This is an optimization exercise on Yosys and OpenROAD, whose aim is small area, not a production implementation.
RTL that was checked went through simulation tests only; none was proved equivalent to the original.
Power is estimated from default activity; no workload was simulated. No driver is modelled on the clock port, so clocking that relies on it looks cheaper here than on a real chip.

Setup of rev 12:
==> module canny_top, before the edit <==
module canny_top #(
    parameter IMG_W = 256
)(
    input  wire        clk,
    input  wire        rst,
    input  wire [7:0]  pixel_in,
    output wire        out_valid,
    output wire [7:0]  pixel_out
);
    function [11:0] rca;
        input [11:0] a, b;
        input        cin;
        integer i;
        reg c;
        begin
            c = cin;
            for (i = 0; i < 12; i = i + 1) begin
                rca[i] = a[i] ^ b[i] ^ c;
                c = (a[i] & b[i]) | (a[i] & c) | (b[i] & c);
            end
        end
    endfunction
    reg  [7:0] col;
    reg  [2:0] row;
    wire [10:0] cnt = {row, col};
    always @(posedge clk) begin
        if (rst) begin
            col <= 8'd1;
            row <= 3'd0;
        end else begin
            col <= col + 8'd1;
            if (col == 8'd255 && row != 3'd7)
                row <= row + 3'd1;
        end
    end
    reg [8*767-1:0] xc;
    always @(posedge clk)
        xc <= {xc[8*766-1:0], rst ? 8'd0 : pixel_in};    
    localparam [1:0] C_H = 2'd0,    
                     C_D = 2'd1,    
                     C_V = 2'd2,    
                     C_W = 2'd3;    
    wire [9:0] mh_l;
    wire [1:0] cls_l;
    sobel_unit sob_l (
        .clk(clk),
        .x_top(xc[8*512-1 -: 8]), .x_mid(xc[8*256-1 -: 8]), .x_bot(pixel_in),
        .mh(mh_l), .cls(cls_l)
    );
    wire [9:0] mh_u;
    wire [1:0] cls_u;
    sobel_unit sob_u (
        .clk(clk),
        .x_top(xc[8*767-1 -: 8]), .x_mid(xc[8*511-1 -: 8]), .x_bot(xc[8*255-1 -: 8]),
        .mh(mh_u), .cls(cls_u)
    );
    wire valid_l_s = (cnt >= 11'd514) && (col != 8'd0) && (col != 8'd1);
    wire valid_u_s = (cnt >= 11'd769) && (col != 8'd255) && (col != 8'd0);
    reg [9:0] hl0;
    reg [9:0] hu0, hu1, hu2;
    reg [1:0] zl0, zl1;
    reg [1:0] zu0, zu1, zu2, zu3;
    always @(posedge clk) begin
        if (rst)
            hl0 <= 10'd0;
        else if (valid_l_s)
            hl0 <= mh_l;
        if (rst)
            hu0 <= 10'd0;
        else if (valid_u_s)
            hu0 <= mh_u;
        if (valid_l_s)
            zl0 <= cls_l;
        if (valid_u_s)
            zu0 <= cls_u;
        hu1 <= hu0; hu2 <= hu1;
        zl1 <= zl0;
        zu1 <= zu0; zu2 <= zu1; zu3 <= zu2;
    end
    wire l_ge_u1 = hl0 >= hu1;      
    wire u1_ge_l = hu1 >= hl0;
    wire l_ge_u2 = hl0 >= hu2;      
    wire u2_ge_l = hu2 >= hl0;
    wire u0_ge_l = hu0 >= hl0;      
    wire u0_ge_u1 = hu0 >= hu1;     
    wire u1_ge_u0 = hu1 >= hu0;
    reg [1:0] dl_ok;     
    reg       dn_ok;     
    reg       rt_ok;     
    reg [1:0] lt_ok;     
    always @(posedge clk) begin
        dl_ok <= {dl_ok[0], u0_ge_l};
        dn_ok <= u1_ge_l;
        rt_ok <= u1_ge_u0;
        lt_ok <= {lt_ok[0], u0_ge_u1};
    end
    wire up_chk = (zl1 == C_V) ? l_ge_u1 :
                  (zl1 == C_D) ? l_ge_u2 : 1'b1;
    reg [256:0] up_ok;          
    always @(posedge clk)
        up_ok <= {up_ok[255:0], up_chk};
    wire [9:0] hq = hu2;        
    reg        chk;
    always @* begin
        case (zu3)              
            C_H:     chk = lt_ok[1] & rt_ok;       
            C_W:     chk = rt_ok & dl_ok[1];       
            C_V:     chk = up_ok[256] & dn_ok;     
            default: chk = up_ok[256] & u2_ge_l;   
        endcase
    end
    wire alive = (cnt == 11'd772) || chk;
    wire       valid_n = (col != 8'd254) && (col != 8'd255) && (cnt >= 11'd772);
    wire [7:0] clip_q  = (hq[9:7] != 3'd0) ? 8'hFF : {hq[6:0], 1'b0};
    wire [7:0] ns_new  = (valid_n && alive) ? clip_q : 8'd0;
    function [14:0] pair_code;
        input [7:0] m, t;
        begin
            if (m[0])
                pair_code = {2'b11, 5'b0, t};
            else if (t[0])
                pair_code = {2'b10, 6'b0, m[7:1]};
            else
                pair_code = {1'b0, m[7:1], t[7:1]};
        end
    endfunction
    function [7:0] pair_mid;
        input [14:0] c;
        pair_mid = c[14] ? (c[13] ? 8'hFF : {c[6:0], 1'b0}) : {c[13:7], 1'b0};
    endfunction
    function [7:0] pair_top;
        input [14:0] c;
        pair_top = c[14] ? (c[13] ? c[7:0] : 8'hFF) : {c[6:0], 1'b0};
    endfunction
    reg [15*256-1:0] ncc;       
    wire [14:0] code_j = ncc[15*256-1 -: 15];
    wire [7:0]  n_mid  = pair_mid(code_j);       
    wire [7:0]  n_top  = pair_top(code_j);       
    wire [7:0]  n_bot  = ns_new;                 
    always @(posedge clk)
        ncc <= {ncc[15*255-1:0], pair_code(n_bot, n_mid)};
    wire [11:0] s_1 = rca({4'b0, n_top}, {4'b0, n_mid}, 1'b0);
    wire [11:0] s_w = rca(s_1, {4'b0, n_bot}, 1'b0);
    wire [9:0] s_new = s_w[9:0];
    reg  [9:0] s1, s2;
    always @(posedge clk) begin
        s1 <= s_new;
        s2 <= s1;
    end
    wire [11:0] sum_1 = rca({2'b0, s_new}, {2'b0, s1}, 1'b0);
    wire [11:0] sum9 = rca(sum_1, {2'b0, s2}, 1'b0);
    wire [7:0]  din_nx  = (col == 8'd250) ? pair_mid(ncc[15*254-1 -: 15]) : n_mid;
    wire [11:0] din9_nx = rca({1'b0, din_nx, 3'b000}, {4'b0, din_nx}, 1'b0) + 12'd8;
    wire        ge_nx   = (sum9 <= din9_nx);
    reg         is_strong, is_weak;     
    wire valid_l = (col != 8'd251) && (col != 8'd252) && (cnt >= 11'd509);
    reg [259:0] hc;             
    reg [7:0]   hcol;
    reg         wrapped;
    reg         connected;
    wire dout = (col == 8'd253) ? hc[2] : hc[0];
    wire r_col  = (col == 8'd253 || col == 8'd254) ? hc[259] : hc[257];
    wire r_col1 = (col == 8'd253) ? hc[258] : hc[256];
    wire e_new  = is_strong | (is_weak & connected);
    always @(posedge clk) begin
        hc <= {hc[258:0], e_new};
        if (rst) begin
            is_strong <= 1'b0;
            is_weak   <= 1'b0;
        end else if (valid_l) begin
            is_strong <= (din_nx >= 8'd155) && ge_nx;
            is_weak   <= (din_nx >= 8'd130) && ge_nx;
        end
        if (rst) begin
            hcol    <= 8'd0;
            wrapped <= 1'b0;
        end else if (valid_l) begin
            connected <= ((hcol != 8'd0) & dout) |
                         (wrapped & r_col) |
                         (wrapped & (hcol != 8'd255) & r_col1);
            hcol <= hcol + 8'd1;
            if (hcol == 8'd255)
                wrapped <= 1'b1;
        end
    end
    assign out_valid = (cnt >= 11'd516) && (col != 8'd4) && (col != 8'd5);
    assign pixel_out = {8{hc[8]}};
endmodule
Settings: LEC_CHECK=0, ABC_AREA=1, CAP_MARGIN=60, CORE_MARGIN=2, CORE_UTILIZATION=65, SLEW_MARGIN=60; clock period 12.0 ns.
standard.sh (not shown) runs the stock make flow with config.mk's settings and CLKGATE_MAP_FILE= SYNTH_SCRIPT=/design/flow/synth_recipe.tcl, a recipe that flattens the netlist after the stock synthesis.
==> flow/flow/run.sh <==
#!/bin/bash
# Standard layout (the standard.sh), with clock tree synthesis told not to
# add dummy balancing loads and to cluster up to 32 flip-flops per leaf buffer.
set -euo pipefail
export CTS_ARGS="-sink_clustering_enable -repair_clock_nets -dont_use_dummy_load -sink_clustering_size 32 -sink_clustering_max_diameter 80"
bash standard.sh > standard.log 2>&1
Both conditions hold for rev 12: the flow ran to the end and the final layout passed the timing, design-rule and antenna checks.
> inputs changed (rev 12 -> rev 13)
diff --git a/flow/design.v b/flow/design.v
--- a/flow/design.v
+++ b/flow/design.v
@@ -162,70 +162,51 @@
         endcase
     end
     wire alive = (cnt == 11'd772) || chk;
     wire       valid_n = (col != 8'd254) && (col != 8'd255) && (cnt >= 11'd772);
     wire [7:0] clip_q  = (hq[9:7] != 3'd0) ? 8'hFF : {hq[6:0], 1'b0};
     wire [7:0] ns_new  = (valid_n && alive) ? clip_q : 8'd0;
-    function [14:0] pair_code;
-        input [7:0] m, t;
-        begin
-            if (m[0])
-                pair_code = {2'b11, 5'b0, t};
-            else if (t[0])
-                pair_code = {2'b10, 6'b0, m[7:1]};
-            else
-                pair_code = {1'b0, m[7:1], t[7:1]};
-        end
-    endfunction
-    function [7:0] pair_mid;
-        input [14:0] c;
-        pair_mid = c[14] ? (c[13] ? 8'hFF : {c[6:0], 1'b0}) : {c[13:7], 1'b0};
-    endfunction
-    function [7:0] pair_top;
-        input [14:0] c;
-        pair_top = c[14] ? (c[13] ? c[7:0] : 8'hFF) : {c[6:0], 1'b0};
-    endfunction
-    reg [15*256-1:0] ncc;       
-    wire [14:0] code_j = ncc[15*256-1 -: 15];
-    wire [7:0]  n_mid  = pair_mid(code_j);       
-    wire [7:0]  n_top  = pair_top(code_j);       
-    wire [7:0]  n_bot  = ns_new;                 
-    always @(posedge clk)
-        ncc <= {ncc[15*255-1:0], pair_code(n_bot, n_mid)};
+    reg [8*257-1:0] nc_a;       
+    reg [8*255-1:0] nc_b;       
+    always @(posedge clk) begin
+        nc_a <= {nc_a[8*256-1:0], ns_new};
+        nc_b <= {nc_b[8*254-1:0], nc_a[8*257-1 -: 8]};
+    end
+    wire [7:0] n_bot = ns_new;
+    wire [7:0] n_mid = nc_a[8*256-1 -: 8];
+    wire [7:0] n_top = nc_b[8*255-1 -: 8];
+    wire [7:0] din   = nc_a[8*257-1 -: 8];
     wire [11:0] s_1 = rca({4'b0, n_top}, {4'b0, n_mid}, 1'b0);
     wire [11:0] s_w = rca(s_1, {4'b0, n_bot}, 1'b0);
     wire [9:0] s_new = s_w[9:0];
     reg  [9:0] s1, s2;
     always @(posedge clk) begin
         s1 <= s_new;
         s2 <= s1;
     end
     wire [11:0] sum_1 = rca({2'b0, s_new}, {2'b0, s1}, 1'b0);
     wire [11:0] sum9 = rca(sum_1, {2'b0, s2}, 1'b0);
-    wire [7:0]  din_nx  = (col == 8'd250) ? pair_mid(ncc[15*254-1 -: 15]) : n_mid;
+    wire [7:0]  din_nx  = (col == 8'd250) ? nc_a[8*254-1 -: 8] : n_mid;
     wire [11:0] din9_nx = rca({1'b0, din_nx, 3'b000}, {4'b0, din_nx}, 1'b0) + 12'd8;
     wire        ge_nx   = (sum9 <= din9_nx);
-    reg         is_strong, is_weak;     
+    reg         ge_mean;
+    wire        is_strong  = (din >= 8'd155) && ge_mean;
+    wire        is_weak    = (din >= 8'd130) && ge_mean;    
     wire valid_l = (col != 8'd251) && (col != 8'd252) && (cnt >= 11'd509);
     reg [259:0] hc;             
     reg [7:0]   hcol;
     reg         wrapped;
     reg         connected;
     wire dout = (col == 8'd253) ? hc[2] : hc[0];
     wire r_col  = (col == 8'd253 || col == 8'd254) ? hc[259] : hc[257];
     wire r_col1 = (col == 8'd253) ? hc[258] : hc[256];
     wire e_new  = is_strong | (is_weak & connected);
     always @(posedge clk) begin
         hc <= {hc[258:0], e_new};
-        if (rst) begin
-            is_strong <= 1'b0;
-            is_weak   <= 1'b0;
-        end else if (valid_l) begin
-            is_strong <= (din_nx >= 8'd155) && ge_nx;
-            is_weak   <= (din_nx >= 8'd130) && ge_nx;
-        end
+        if (valid_l)
+            ge_mean <= ge_nx;
         if (rst) begin
             hcol    <= 8'd0;
             wrapped <= 1'b0;
         end else if (valid_l) begin
             connected <= ((hcol != 8'd0) & dout) |
                          (wrapped & r_col) |
==> comparison <==
- Compared with rev 12, in rev 13 average detailed-routed wire length per instance saw a decrease; wire length saw a decrease.
- Rev 13: worst path buffer plus inverter count is 3 higher than what rev 12 reported.
- Delta (rev 13 minus rev 12): relative contribution of sequential cells to total power now sits higher, non-clock buffer count in the final layout now sits lower, part of the power in the clock network now sits at about the same level.
The RTL of rev 13 was laid out without a check of its function.

## port drivers added, routing unchanged
In the flow no input, the clock included, has a driving cell. The finished layouts below were timed again as built, in two steps.
Step 1 sets driving cells, clkbuf_16 on the clock port and buf_2 on the other inputs (assumed; they add their load-dependent delay and slew).
Step 2, shift: input delay + t, output delay - t, t = (earliest + latest rising clock arrival at the registers) / 2. This alone moves slack from input paths to output paths.
Slacks: ideal ports / drivers / drivers and shift; pairs: ideal ports / drivers.
run	t, ns	slack for setup (ns)	worst hold slack (ns)	worst setup path at the end	latest minus earliest clock arrival (ns)
rev 12	0.989	0.834 / 0.864 / -0.125	0.246 / 0.246 / 0.246	input to register	0.165 / 0.164
rev 13	0.984	0.542 / 0.607 / -0.377	0.188 / 0.188 / 0.188	input to register	0.143 / 0.144
Met with ideal ports but missed after step 2: setup timing in rev 12 and rev 13. The setup slack of rev 12, which loses most, moves by +0.030 ns with the drivers and by -0.959 ns with both steps.
